Context: an optimization exercise on an open-source flow, tuned for small area, a short achievable clock period and few clock cycles. The choices shown serve that exercise and are no tape-out recipe.
Where RTL was checked, it was by simulation tests only, not by an equivalence proof against the original.
The RTL of runs 1 and 2 was laid out without a check of its function.
Power is estimated from default activity; no workload was simulated.

==> flow/design.v (outline; a module is shown in full before it is edited, if it fits) <==
// module MatrixMultUnit: 232 lines
// module mmu_mac: 2452 lines
// module mmu_fa: 4 lines
// module mmu_han: 4 lines
module MatrixMultUnit(
  input  wire reset_n,
  input  wire clk,
  input  wire dut_valid,
  output wire dut_ready,
  output wire        dut__tb__sram_input_write_enable,
  output wire [15:0] dut__tb__sram_input_write_address,
  output wire [31:0] dut__tb__sram_input_write_data,
  output wire [15:0] dut__tb__sram_input_read_address,
  input  wire [31:0] tb__dut__sram_input_read_data,
  output wire        dut__tb__sram_weight_write_enable,
  output wire [15:0] dut__tb__sram_weight_write_address,
  output wire [31:0] dut__tb__sram_weight_write_data,
  output wire [15:0] dut__tb__sram_weight_read_address,
  input  wire [31:0] tb__dut__sram_weight_read_data,
  output wire        dut__tb__sram_result_write_enable,
  output wire [15:0] dut__tb__sram_result_write_address,
  output wire [31:0] dut__tb__sram_result_write_data,
  output wire [15:0] dut__tb__sram_result_read_address,
  input  wire [31:0] tb__dut__sram_result_read_data,
  output wire        dut__tb__sram_scratchpad_write_enable,
  output wire [15:0] dut__tb__sram_scratchpad_write_address,
  output wire [31:0] dut__tb__sram_scratchpad_write_data,
  output wire [15:0] dut__tb__sram_scratchpad_read_address,
  input  wire [31:0] tb__dut__sram_scratchpad_read_data
);
  // ...
==> flow/flow/run.sh <==
#!/bin/bash
# The standard layout (standard synthesis included), with timing repair
# aiming at 6.85 ns of setup slack instead of 0.
set -euo pipefail
bash standard.sh SETUP_SLACK_MARGIN=6.85 finish > standard_flow.log 2>&1
==> flow/standard.sh <==
#!/bin/bash
# synth_recipe.tcl (not shown) runs the flow's synth.tcl, then flattens the netlist and writes it again
# the make line also repeats each setting of config.mk as NAME=value (left out here)
make -C /OpenROAD-flow-scripts/flow DESIGN_CONFIG=/design/flow/config.mk WORK_HOME=/design/flow/orfs CLKGATE_MAP_FILE= SYNTH_SCRIPT=/design/flow/synth_recipe.tcl "${@:-finish}"
==> flow/config.mk <==
export PLATFORM = sky130hd
export DESIGN_NAME = MatrixMultUnit
export DESIGN_NICKNAME = MatrixMultUnit
export VERILOG_FILES = /design/flow/design.v
export SDC_FILE = /design/flow/constraint.sdc
export NUM_CORES = 4
export LEC_CHECK = 0
export ABC_CLOCK_PERIOD_IN_PS = 3000
export CAP_MARGIN = 20
export CORE_MARGIN = 2
export CORE_UTILIZATION = 75
export SLEW_MARGIN = 20
export SYNTH_HIERARCHICAL = 1
==> flow/constraint.sdc <==
create_clock -name core_clock -period 10.0 [get_ports {clk}]
set_input_delay 2.0000 -clock core_clock [delete_from_list [all_inputs] [get_ports {clk}]]
set_output_delay 2.0000 -clock core_clock [all_outputs]
set_load 0.01 [all_outputs]
==> out/qor.csv, run 1 <==
stage,metric,value,unit
logic_synthesis,synth_top_cell_by_area,fa_1,
cells_and_area,final-seq-area,0.01035,mm²
cells_and_area,nClkBuffers,70,
pwr,p_seq,3.63,mW
pwr,clkPwrFrac,12.5,%
detailed_routing,wl_per_cell,27.67,µm
clocking,htreeDepth,2,
cells_and_area,syn_to_final_growth,12.02,%
pwr,internal_power,8.004,mW
run_status,outcome,"complete, no violations",
detailed_routing,vias_per_cell,6.659,
detailed_routing,drc,0,
cells_and_area,mostFrequentLayoutCells,"615 x nand2_1, 473 x fa_1, 310 x dfxtp_1",
floorplan,start_util,75.69,%
cells_and_area,multi_input_gates,2196,
critical_path,timing.rr.start,n_r[0],
critical_path,cp-start-kind,register,
pwr,seq_power_share,24.4,%
clocking,cts_max_path_buffers,3,
cells_and_area,finalNonFillerCells,3940,
clocking,clkSlewWorstSetupHoldPaths,60,ps
critical_path,r2r_cells,12,
logic_synthesis,synth-edff-count,73,
timing,whs,330.8,ps
logic_synthesis,synth_xor_xnor_area_share,4.469,%
pwr,total_power,14.86,mW
floorplan,die_h,212.3,µm
timing,setup_ws,6708,ps
detailed_routing,num_vias,26235,
detailed_routing,first_pass_iters,14,
pwr,power_leader,combinational logic,
logic_synthesis,synth_area,0.03253,mm²
global_routing,grt_antenna_before_repair,2,
critical_path,arrival,3820,ps
hold_path,whs_endpoint,first3,
logic_synthesis,synth_flop_cell,dfxtp_1,
critical_path,path_buf_inv,1,
cells_and_area,largest_cell_class,multi-input combinational cells,
==> module MatrixMultUnit, before the edit <==
module MatrixMultUnit(
  input  wire reset_n,
  input  wire clk,
  input  wire dut_valid,
  output wire dut_ready,
  output wire        dut__tb__sram_input_write_enable,
  output wire [15:0] dut__tb__sram_input_write_address,
  output wire [31:0] dut__tb__sram_input_write_data,
  output wire [15:0] dut__tb__sram_input_read_address,
  input  wire [31:0] tb__dut__sram_input_read_data,
  output wire        dut__tb__sram_weight_write_enable,
  output wire [15:0] dut__tb__sram_weight_write_address,
  output wire [31:0] dut__tb__sram_weight_write_data,
  output wire [15:0] dut__tb__sram_weight_read_address,
  input  wire [31:0] tb__dut__sram_weight_read_data,
  output wire        dut__tb__sram_result_write_enable,
  output wire [15:0] dut__tb__sram_result_write_address,
  output wire [31:0] dut__tb__sram_result_write_data,
  output wire [15:0] dut__tb__sram_result_read_address,
  input  wire [31:0] tb__dut__sram_result_read_data,
  output wire        dut__tb__sram_scratchpad_write_enable,
  output wire [15:0] dut__tb__sram_scratchpad_write_address,
  output wire [31:0] dut__tb__sram_scratchpad_write_data,
  output wire [15:0] dut__tb__sram_scratchpad_read_address,
  input  wire [31:0] tb__dut__sram_scratchpad_read_data
);
localparam S_IDLE  = 3'd0;
localparam S_LOAD0 = 3'd1;    
localparam S_LOAD1 = 3'd2;    
localparam S_LOAD2 = 3'd3;    
localparam S_RUN   = 3'd4;    
localparam S_DRAIN = 3'd5;    
localparam P_QKV = 2'd0;
localparam P_S   = 2'd1;
localparam P_Z   = 2'd2;
localparam P_END = 2'd3;
reg  [2:0]  state;
reg         busy;
reg  [1:0]  phase;
reg  [1:0]  m;           
reg  [6:0]  t;           
reg  [4:0]  j;           
reg  [4:0]  i;           
reg  [4:0]  n_r, d_r;
reg  [6:0]  k_r;
reg  [6:0]  tl;
reg  [4:0]  jl;
reg  [8:0]  nd;
reg  [10:0] a_addr, a_base;
reg  [11:0] b_addr, b_base;
reg  [10:0] waddr;
reg  [2:0]  dcnt;
wire lt = (t == tl);
wire lj = (j == jl);
wire li = (i == n_r);
wire is_z = (phase == P_Z);
wire [10:0] a_inc = a_addr + 11'd1;
wire [11:0] b_inc = b_addr + (is_z ? {7'd0, d_r} : 12'd1);
wire [11:0] b_col = b_base + 12'd1;
wire [11:0] nd2 = {2'b00, nd, 1'b0};
wire [10:0] nd3 = {2'b00, nd} + {1'b0, nd, 1'b0};
always @(posedge clk or negedge reset_n) begin
  if (!reset_n) begin
    state <= S_IDLE;
    busy  <= 1'b0;
  end else begin
    case (state)
      S_IDLE:  if (dut_valid) begin state <= S_LOAD0; busy <= 1'b1; end
      S_LOAD0: state <= S_LOAD1;
      S_LOAD1: state <= S_LOAD2;
      S_LOAD2: state <= S_RUN;
      S_RUN:   if (lt & lj & li & (phase != P_QKV)) state <= S_DRAIN;
      S_DRAIN: if (dcnt == 3'd0) begin
                 if (phase == P_END) begin state <= S_IDLE; busy <= 1'b0; end
                 else state <= S_RUN;
               end
      default: begin state <= S_IDLE; busy <= 1'b0; end
    endcase
  end
end
always @(posedge clk) begin
  case (state)
    S_IDLE, S_LOAD0: begin
      a_addr <= 11'd0;
      b_addr <= 12'd0;
    end
    S_LOAD1: begin
      a_addr <= 11'd0;
      b_addr <= 12'd0;
      n_r <= tb__dut__sram_input_read_data[20:16];
      k_r <= tb__dut__sram_input_read_data[6:0];
      d_r <= tb__dut__sram_weight_read_data[4:0];
    end
    S_LOAD2: begin
      phase  <= P_QKV;
      m      <= 2'd0;
      t      <= 7'd1;
      j      <= 5'd1;
      i      <= 5'd1;
      tl     <= k_r;
      jl     <= d_r;
      a_addr <= 11'd1;
      a_base <= 11'd1;
      b_addr <= 12'd1;
      b_base <= 12'd1;
    end
    S_RUN: begin
      if (!lt) begin
        t      <= t + 7'd1;
        a_addr <= a_inc;
        b_addr <= b_inc;
      end else begin
        t <= 7'd1;
        if (!lj) begin
          j      <= j + 5'd1;
          a_addr <= a_base;
          if (is_z) begin
            b_addr <= b_col;
            b_base <= b_col;
          end else
            b_addr <= b_inc;
        end else if (!li) begin
          j      <= 5'd1;
          i      <= i + 5'd1;
          a_addr <= a_inc;
          a_base <= a_inc;
          if (is_z) begin
            b_addr <= nd2;
            b_base <= nd2;
          end else
            b_addr <= b_base;
        end else begin
          j <= 5'd1;
          i <= 5'd1;
          if (phase == P_QKV && m != 2'd2) begin
            m      <= m + 2'd1;
            a_addr <= 11'd1;
            a_base <= 11'd1;
            b_addr <= b_inc;
            b_base <= b_inc;
          end else if (phase == P_QKV) begin
            phase  <= P_S;
            tl     <= {2'b00, d_r};
            jl     <= n_r;
            a_addr <= 11'd0;
            a_base <= 11'd0;
            b_addr <= {3'b000, nd};
            b_base <= {3'b000, nd};
          end else if (phase == P_S) begin
            phase  <= P_Z;
            tl     <= {2'b00, n_r};
            jl     <= d_r;
            a_addr <= nd3;
            a_base <= nd3;
            b_addr <= nd2;
            b_base <= nd2;
          end else begin
            phase  <= P_END;
            a_addr <= a_base;
            b_addr <= b_base;
          end
        end
      end
    end
    default: begin
      a_addr <= a_base;
      b_addr <= b_base;
    end
  endcase
end
always @(posedge clk) begin
  nd <= n_r * d_r;
  if (state == S_RUN) dcnt <= 3'd4;
  else dcnt <= dcnt - 3'd1;
end
reg        src1;
reg        first1, first2, first3;
reg        last1, last2, last3, last4, we;
reg [31:0] op_a, op_b;
wire [31:0] acc;
always @(posedge clk) begin
  src1   <= (phase != P_QKV);
  first1 <= (t == 7'd1);
  first2 <= first1;
  first3 <= first2;
  op_a   <= src1 ? tb__dut__sram_result_read_data : tb__dut__sram_input_read_data;
  op_b   <= src1 ? tb__dut__sram_scratchpad_read_data : tb__dut__sram_weight_read_data;
end
always @(posedge clk or negedge reset_n) begin
  if (!reset_n) begin
    last1 <= 1'b0;
    last2 <= 1'b0;
    last3 <= 1'b0;
    last4 <= 1'b0;
    we    <= 1'b0;
  end else begin
    last1 <= (state == S_RUN) & lt;
    last2 <= last1;
    last3 <= last2;
    last4 <= last3;
    we    <= last4;
  end
end
always @(posedge clk) begin
  if (state == S_LOAD2) waddr <= 11'd0;
  else waddr <= waddr + {10'd0, we};
end
mmu_mac u_mac (
  .clk(clk),
  .a(op_a),
  .b(op_b),
  .zero_acc(first3),
  .acc(acc)
);
assign dut_ready = ~busy;
assign dut__tb__sram_input_write_enable   = 1'b0;
assign dut__tb__sram_input_write_address  = 16'd0;
assign dut__tb__sram_input_write_data     = 32'd0;
assign dut__tb__sram_weight_write_enable  = 1'b0;
assign dut__tb__sram_weight_write_address = 16'd0;
assign dut__tb__sram_weight_write_data    = 32'd0;
assign dut__tb__sram_input_read_address      = {5'd0, a_addr};
assign dut__tb__sram_result_read_address     = {5'd0, a_addr};
assign dut__tb__sram_weight_read_address     = {4'd0, b_addr};
assign dut__tb__sram_scratchpad_read_address = {4'd0, b_addr};
assign dut__tb__sram_result_write_enable      = we;
assign dut__tb__sram_result_write_address     = {5'd0, waddr};
assign dut__tb__sram_result_write_data        = acc;
assign dut__tb__sram_scratchpad_write_enable  = we;
assign dut__tb__sram_scratchpad_write_address = {5'd0, waddr};
assign dut__tb__sram_scratchpad_write_data    = acc;
endmodule
==> run 2: changes to the inputs <==
--- a/flow/design.v
+++ b/flow/design.v
@@ -170,5 +170,6 @@
 end
 always @(posedge clk) begin
-  nd <= n_r * d_r;
+  if (state == S_LOAD2) nd <= 9'd0;
+  else if (state == S_RUN && lt && lj && phase == P_QKV && m == 2'd0) nd <= nd + {4'd0, d_r};
   if (state == S_RUN) dcnt <= 3'd4;
   else dcnt <= dcnt - 3'd1;
--- a/flow/config.mk
+++ b/flow/config.mk
@@ -9,5 +9,5 @@
 export CAP_MARGIN = 20
 export CORE_MARGIN = 2
-export CORE_UTILIZATION = 75
+export CORE_UTILIZATION = 65
 export SLEW_MARGIN = 20
 export SYNTH_HIERARCHICAL = 1
==> out/qor.csv, run 2 <==
stage,metric,value,unit,change
timing,whs,325.8,ps,was 330.8 ps
timing,finClkSkew,17.85,ps,was 26.92 ps
logic_synthesis,synth_top_area_share,29.37,%,was 29.29%
global_routing,grt_usage,36.07,%,was 47.24%
logic_synthesis,synth_area,0.03197,mm²,was 0.03253 mm²
clocking,numClockSinks,469,,unchanged
logic_synthesis,synth_area_per_cell,10.44,µm²,was 10.38 µm²
cells_and_area,layout-drive-gt1-share,17.04,%,was 17.20%
cells_and_area,mostFrequentLayoutCells,"614 x nand2_1, 467 x fa_1, 312 x dfxtp_1",,"was 615 x nand2_1, 473 x fa_1, 310 x dfxtp_1"
timing,relSlewSlack,28.31,%,was 42.54%
pwr,total_power,10.51,mW,was 14.86 mW
cells_and_area,final_common_cell,nand2_1,,unchanged
place,hpwl,63180,µm,"was 67,770 µm"
detailed_routing,num_vias,22991,,"was 26,235"
timing,hold_violations,0,,unchanged
logic_synthesis,synth_top_cell_by_area,fa_1,,unchanged
global_routing,grt_pass1_vias,24092,,"was 27,670"
logic_synthesis,synth_commonest_cells,"616 x nand2_1, 469 x fa_1, 387 x dfxtp_1, 228 x inv_1, 193 x buf_4",,"was 616 x nand2_1, 476 x fa_1, 387 x dfxtp_1, 238 x inv_1, 195 x buf_4"
logic_synthesis,ys_async_sr_fraction,1.919,%,unchanged
detailed_routing,dr.first_iter.drc_count,2110,,"was 3,875"
global_routing,grt_max_degree,65,,unchanged
logic_synthesis,postSynthCellCount,3063,,"was 3,134"
pwr,ir_worst_vdd,0.0002459,V,was 0.0003643 V
floorplan,die_h,225.8,µm,was 212.3 µm
logic_synthesis,ys_ff_latch,469,,unchanged
critical_path,path_buf_inv,2,,was 1
critical_path,cp-start-kind,register,,unchanged
pwr,leakagePower,15.11,nW,was 15.31 nW
logic_synthesis,yosysMostFrequentCell,nand2_1,,unchanged
detailed_routing,wl_per_cell,23.25,µm,was 27.67 µm
clocking,htreeDepth,2,,unchanged
logic_synthesis,ys_seq_area_share,31.79,%,was 31.25%
logic_synthesis,synth-edff-count,73,,unchanged
critical_path,cp_top_family,flip-flops,,was adder cells
logic_synthesis,ys_types,91,,was 93
cells_and_area,finalNetCount,3924,,"was 4,024"
clocking,cts-root-buf,clkbuf_16,,unchanged
pwr,powerDensity,292.6,mW/mm²,was 407.8 mW/mm²
detailed_routing,ant_nets,0,,unchanged
detailed_routing,first_pass_iters,6,,was 14
detailed_routing,finalWirelength,91600,µm,"was 109,000 µm"
floorplan,core,0.04875,mm²,was 0.04298 mm²
logic_synthesis,synth_flop_cell,dfxtp_1,,unchanged
run_status,outcome,"complete, no violations",,unchanged
timing,drv_slew,0,,unchanged
timing,timing.final.crit_share,32.29,%,was 32.92%
floorplan,start_util,65.58,%,was 75.69%
timing,setup_viol,0,,unchanged
place,port_buffers,265,,unchanged
critical_path,arrival,1230,ps,was 3820 ps
cells_and_area,syn_to_final_growth,12.33,%,was 12.02%
critical_path,critical-path-slowest-cell,dfrtp_1,,was fa_1
critical_path,worstPathRequired,8000,ps,"was 10,520 ps"
critical_path,critPathKind,register to output pin,,was register to register
timing,rsz0062_at_grt,yes,,unchanged
floorplan,die_area,0.05098,mm²,was 0.04506 mm²
floorplan,ioPinCount,392,,unchanged
logic_synthesis,ys.warnings.count,8,,unchanged
timing,tightestPinTransition,1070,ps,was 861.9 ps
global_routing,grt_antenna_before_repair,2,,unchanged
hold_path,hold_class,register to register,,unchanged
critical_path,cp_max_fo,2,,was 3
clocking,insertion_delay,620,ps,was 630 ps
floorplan,rows,81,,was 76
detailed_routing,vias_per_cell,5.835,,was 6.659
global_routing,grt_pass1_wl,137400,µm,"was 156,400 µm"
clocking,cts_max_path_buffers,3,,unchanged
global_routing,overflow,0,,unchanged
critical_path,crit_chain,inv_2 -> buf_6,,was nand2_1 -> fa_1 -> fa_1 -> fa_1 -> inv_1 -> ha_4 -> a21oi_2 -> nor2_1 -> nor2_1 -> o21bai_1 -> a21oi_2 -> xnor2_1
timing,max_freq,309.7,MHz,was 303.7 MHz
place,place_congestion,0.9533,,was 0.9628
floorplan,die_w,225.8,µm,was 212.3 µm
detailed_routing,drc,0,,unchanged
timing,finalSetupTns,0,ps,unchanged
timing,post-route-min-period,3229,ps,was 3292 ps
clocking,clkSlewWorstSetupHoldPaths,60,ps,about the same
clocking,numCtsBuffers,51,,was 50
critical_path,crit_path_end_kind,output pin,,was register
clocking,cts_tree,done,,unchanged
run,drv_cap,0,,unchanged
critical_path,slowest_delay,430,ps,was 520 ps
logic_synthesis,yosys-top-cells-area,"fa_1 29%, dfxtp_1 24%, nand2_1 7.2%",,"was fa_1 29%, dfxtp_1 24%, nand2_1 7.1%"
## run 2: cell count changes in the layout (fill, tap and decap cells not counted), sizes merged, moves of 7 or more
| cell | previous run | this run |
|---|---|---|
| inv | 240 | 230 |
| o21ai | 64 | 55 |
| fa | 476 | 469 |
| xor2 | 47 | 55 |
| xnor2 | 119 | 106 |
| a21oi | 86 | 79 |
| and2 | 28 | 13 |
| buf | 225 | 206 |
| ha | 104 | 93 |
| nand3 | 53 | 43 |
## run 2: modules after synthesis (local to each module, per instance)
module	copies in the design	cells inside	flops+latches
mmu_fa	465	1	0
MatrixMultUnit	1	1113	196
mmu_mac	1	1330	273
mmu_han	31	5	0
## run 2: cells by family (layout without fill, tap and decap cells)
logic type      Yosys count  in the layout  synth area share, %
buf+inv                 577            663                9.111
mux                      85             85                2.943
compound gates          294            294                6.442
fa+ha+maj               562            562                33.01
xor+xnor                161            161                4.411
flops                   469            469                31.79
other cells               1            128              0.01173
simple gates            914            914                12.28
## run 2: repair_timing
action,in CTS,in global routing
cloned,0,3
resized for setup,633,42
pin swaps,0,6
hold buffers,0,0
setup buffers,31,13
setup endpoints to repair,210,54
## run 2: metrics by stage
step | utilization [%] | worst slack, ps | std cells | instance area [µm²]
2_1_floorplan | - | 6899 | 3188 | 32440
3_3_place_gp | 69.93 | 6518 | 3795 | 34090
3_5_place_dp | 69.93 | 6446 | 3795 | 34090
4_1_cts | 73.07 | 6733 | 3922 | 35620
5_1_grt | 73.66 | 6734 | 3938 | 35910
6_report | 73.67 | 6771 | 3940 | 35910
## run 2: power by group
group          internal [mW]  total (mW)  switching, mW
combinational           2.52        5.55           3.03
clock                   1.18        2.00          0.820
sequential              2.58        2.95          0.371
total                   6.29        10.5           4.22
## run 2: path summary, 6_finish.rpt
| check | cells after the start | slack, ps | startpoint | end |
|---|---|---|---|---|
| max | 2 | 6770 | busy | dut_ready |
| min | 0 | 330 | first1 | first2 |
| max reg2reg | 5 | 6810 | op_a[22] | u_mac.q27_5 |
| min reg2reg | 0 | 330 | first1 | first2 |
| max in group asynchronous | 1 | 7880 | reset_n | state[0] |
| min in group asynchronous | 1 | 1740 | reset_n | last4 |
## run 2: area by class of cell
type / instances / area, µm²
clock inverters: 28 / 344.1
multi-input cells: 2142 / 19430
fillers: 3515 / 12830
flip-flops and latches: 469 / 10330
inverters: 229 / 859.6
repair buffers: 338 / 2665
clock buffers: 68 / 1450
diodes: 2 / 5.005
well taps: 664 / 830.8
## run 2: metal layers
metal	share of wire, %	track usage, %	routed length [µm]
met5	0	0	0
met1	36	44.61	33280
met4	6.3	19.10	5745
met3	9.7	7.689	8864
met2	48	59.72	43710
## run 2: worst reg2reg max path: stages, from the launching register on
cell and delay (ps):
dfxtp_1 810, nand2_1 210, fa_1 520, fa_1 520, fa_1 490, fa_1 510
==> run 3: changes to the inputs <==
--- a/flow/design.v
+++ b/flow/design.v
@@ -54,7 +54,8 @@
 wire lj = (j == jl);
 wire li = (i == n_r);
-wire is_z = (phase == P_Z);
+reg        is_z;         
+reg  [4:0] b_step;       
 wire [10:0] a_inc = a_addr + 11'd1;
-wire [11:0] b_inc = b_addr + (is_z ? {7'd0, d_r} : 12'd1);
+wire [11:0] b_inc = b_addr + {7'd0, b_step};
 wire [11:0] b_col = b_base + 12'd1;
 wire [11:0] nd2 = {2'b00, nd, 1'b0};
@@ -100,4 +101,6 @@
       tl     <= k_r;
       jl     <= d_r;
+      is_z   <= 1'b0;
+      b_step <= 5'd1;
       a_addr <= 11'd1;
       a_base <= 11'd1;
@@ -149,4 +152,6 @@
           end else if (phase == P_S) begin
             phase  <= P_Z;
+            is_z   <= 1'b1;
+            b_step <= d_r;
             tl     <= {2'b00, n_r};
             jl     <= d_r;
==> out/qor.csv, run 3 <==
stage,metric,value,unit,change
place,port_buffers,265,,unchanged
timing,rsz0062_at_grt,yes,,unchanged
floorplan,ioPinCount,392,,unchanged
pwr,leakagePower,15.13,nW,was 15.11 nW
cells_and_area,final-seq-area,0.01050,mm²,was 0.01033 mm²
detailed_routing,dr_wl_met3,8981,µm,was 8864 µm
logic_synthesis,synth_flop_cell,dfxtp_1,,unchanged
critical_path,arrival,1160,ps,was 1230 ps
timing,relSlewSlack,34.99,%,was 28.31%
global_routing,grt_max_degree,65,,unchanged
timing,tightestPinTransition,973.2,ps,was 1070 ps
detailed_routing,finalWirelength,90420,µm,"was 91,600 µm"
detailed_routing,wl_met2,43630,µm,"was 43,710 µm"
logic_synthesis,synth_area,0.03261,mm²,was 0.03197 mm²
clocking,numClockSinks,475,,was 469
logic_synthesis,ys.warnings.count,8,,unchanged
timing,hold_violations,0,,unchanged
logic_synthesis,ys_types,93,,was 91
logic_synthesis,ys_ff_latch,475,,was 469
logic_synthesis,postSynthCellCount,3130,,"was 3,063"
cells_and_area,mostFrequentLayoutCells,"622 x nand2_1, 469 x fa_1, 314 x dfxtp_1",,"was 614 x nand2_1, 467 x fa_1, 312 x dfxtp_1"
global_routing,grt_antenna_before_repair,0,,was 2
cells_and_area,syn_to_final_growth,11.47,%,was 12.33%
cells_and_area,final_common_cell,nand2_1,,unchanged
logic_synthesis,yosysMostFrequentCell,nand2_1,,unchanged
clocking,numCtsBuffers,53,,was 51
critical_path,cp_max_fo,3,,was 2
critical_path,critPathKind,register to output pin,,unchanged
floorplan,start_util,65.41,%,was 65.58%
cells_and_area,multi_input_area,0.01984,mm²,was 0.01943 mm²
clocking,htreeDepth,2,,unchanged
place,placed_cell_area,0.03474,mm²,was 0.03409 mm²
place,hpwl,64110,µm,"was 63,180 µm"
detailed_routing,num_vias,23354,,"was 22,991"
clocking,insertion_delay,620,ps,about the same
cells_and_area,design_area,0.03635,mm²,was 0.03591 mm²
floorplan,die_h,228.0,µm,was 225.8 µm
hold_path,hp-start,first1,,unchanged
critical_path,timing.rr.start,op_a[21],,was op_a[22]
critical_path,path_buf_inv,1,,was 2
logic_synthesis,synth-edff-count,79,,was 73
detailed_routing,dr.first_iter.drc_count,2070,,"was 2,110"
clocking,ctsHoldBuffers,0,,unchanged
cells_and_area,layout-drive-gt1-share,16.06,%,was 17.04%
critical_path,critPathLaunch,we,,was busy
clocking,cts_max_path_buffers,3,,unchanged
cells_and_area,finalNetCount,3976,,"was 3,924"
detailed_routing,vias_per_cell,5.840,,was 5.835
run_status,outcome,"complete, no violations",,unchanged
critical_path,worstPathRequired,8000,ps,about the same
logic_synthesis,synth_top_area_share,28.79,%,was 29.37%
global_routing,overflow,0,,unchanged
pwr,powerDensity,286.0,mW/mm²,was 292.6 mW/mm²
timing,drv_slew,0,,unchanged
floorplan,rows,82,,was 81
detailed_routing,ant_nets,0,,unchanged
logic_synthesis,ys_async_sr_fraction,1.895,%,was 1.919%
timing,setup_viol,0,,unchanged
place,place_congestion,0.9429,,was 0.9533
timing,finalSetupTns,0,ps,unchanged
critical_path,slowest_delay,400,ps,was 430 ps
logic_synthesis,yosys-top-cells-area,"fa_1 29%, dfxtp_1 24%, edfxtp_1 7.3%",,"was fa_1 29%, dfxtp_1 24%, nand2_1 7.2%"
global_routing,grt_pass1_wl,140600,µm,"was 137,400 µm"
cells_and_area,n_fill_cell,3602,,"was 3,515"
timing,finClkSkew,29.01,ps,was 17.85 ps
detailed_routing,drt-met1-wl,33460,µm,"was 33,280 µm"
floorplan,core,0.04986,mm²,was 0.04875 mm²
clocking,cts_tree,done,,unchanged
logic_synthesis,synth_commonest_cells,"622 x nand2_1, 469 x fa_1, 387 x dfxtp_1, 226 x inv_1, 194 x buf_4",,"was 616 x nand2_1, 469 x fa_1, 387 x dfxtp_1, 228 x inv_1, 193 x buf_4"
logic_synthesis,ys_seq_area_share,31.72,%,was 31.79%
timing,max_freq,316.1,MHz,was 309.7 MHz
clocking,cts-root-buf,clkbuf_16,,unchanged
logic_synthesis,synth_area_per_cell,10.42,µm²,was 10.44 µm²
global_routing,grt_usage,35.22,%,was 36.07%
critical_path,critical-path-slowest-cell,dfrtp_1,,unchanged
floorplan,die_w,228.0,µm,was 225.8 µm
critical_path,cp_top_family,flip-flops,,unchanged
timing,post-route-min-period,3164,ps,was 3229 ps
timing,timing.final.crit_share,31.64,%,was 32.29%
pwr,total_power,10.40,mW,was 10.51 mW
critical_path,crit_path_end_kind,output pin,,unchanged
detailed_routing,wl_per_cell,22.61,µm,was 23.25 µm
detailed_routing,first_pass_iters,6,,unchanged
detailed_routing,dr.max_layer_used,met4,,unchanged
clocking,clkSlewWorstSetupHoldPaths,60,ps,about the same
floorplan,die_area,0.05198,mm²,was 0.05098 mm²
critical_path,crit_chain,buf_2,,was inv_2 -> buf_6
detailed_routing,drc,0,,unchanged
global_routing,grt_pass1_vias,24839,,"was 24,092"
timing,whs,329.7,ps,was 325.8 ps
logic_synthesis,synth_top_cell_by_area,fa_1,,unchanged
run,drv_cap,0,,unchanged
critical_path,cp-start-kind,register,,unchanged
hold_path,hold_class,register to register,,unchanged
pwr,ir_worst_vdd,0.0001869,V,was 0.0002459 V
run 3: modules after synthesis, one instance, submodules excluded:
module	cell area, µm²	cells	times used	flops+latches
mmu_fa	20.02	1	465	0
MatrixMultUnit	11620	1180	1	202
mmu_han	27.53	5	31	0
mmu_mac	10830	1330	1	273
run 3: final timing paths:
check | endpoint | slack (ps) | cells past startpoint
setup reg to reg | u_mac.q28_5 | 6870 | 5
hold / removal | first2 | 330 | 0
max in group asynchronous | we | 8030 | 1
min in group asynchronous | state[2] | 1690 | 1
hold reg to reg | first2 | 330 | 0
setup / recovery | dut__tb__sram_result_write_enable | 6840 | 1
run 3: per-stage QoR:
| stage | setup WS [ps] | cells | util (%) |
|---|---|---|---|
| floorplan | 7069 | 3255 | - |
| global placement | 6189 | 3868 | 69.64 |
| detailed placement | 6091 | 3869 | 69.67 |
| CTS | 6770 | 3993 | 72.74 |
| global route | 6694 | 3998 | 72.90 |
| finish | 6836 | 3999 | 72.91 |
run 3: cell families after synthesis:
group,share of synthesized area [%]
flops,31.72
other cells,0.01150
compound gates,6.679
xor+xnor,4.243
buf+inv,9.081
mux,3.322
fa+ha+maj,32.36
simple gates,12.59
run 3: cell type report:
cell class / count / area share (%)
Multi-Input combinational cell: 2197 / 54.58
Sequential cell: 475 / 28.87
Timing Repair Buffer: 328 / 7.004
Clock buffer: 79 / 4.354
Inverter: 228 / 2.368
Tap cell: 672 / 2.313
Clock inverter: 19 / 0.5025
Antenna cell: 1 / 0.006883
run 3: layer usage:
metal / up-vias / GRT usage (%)
met3: 352 / 7.938
met2: 1498 / 58.40
li1: 9999 / -
met5: - / 0
met4: 0 / 15.85
met1: 11505 / 44.48
run 3: power by group:
| group | switching (mW) | internal [mW] |
|---|---|---|
| combinational | 2.99 | 2.48 |
| clock | 0.806 | 1.17 |
| sequential | 0.349 | 2.60 |
run 3: what timing repair did:
item,CTS,global route
gates resized for setup,639,19
setup buffers,26,5
setup endpoints to repair,204,69
Testbench counts of run 3, summed over its fixed seeds: cycles 565,141.

[static timing again, ports no longer ideal]
No port has a modelled driver above. Below, the same layouts with a new extraction and two added sets of constraints.
Step 1: set_driving_cell puts a clkbuf_16 on clk and a buf_2 on each other input, an assumption about the parent block.
Step 2 times the ports against the registers' clock, not the clock port: input delays grow and output delays shrink by t, the midpoint of the rising clock arrivals with the driver on.
Three values: no drivers, after step 1, after step 2; two values: the first two.
run | t (ns) | slack for setup (ns) | hold slack, ns | worst setup path at the end
run 1 | 0.676 | 6.708 / 6.708 / 6.680 | 0.331 / 0.331 / 0.331 | input to register
run 2 | 0.670 | 6.771 / 6.710 / 6.807 | 0.326 / 0.326 / 0.326 | register to register
run 3 | 0.671 | 6.836 / 6.771 / 6.874 | 0.330 / 0.330 / 0.330 | register to register
After both steps setup and hold are still met in every run listed. For run 1, which loses most, drivers alone change the setup slack by 0.000 ns; drivers and shift together by -0.028 ns.
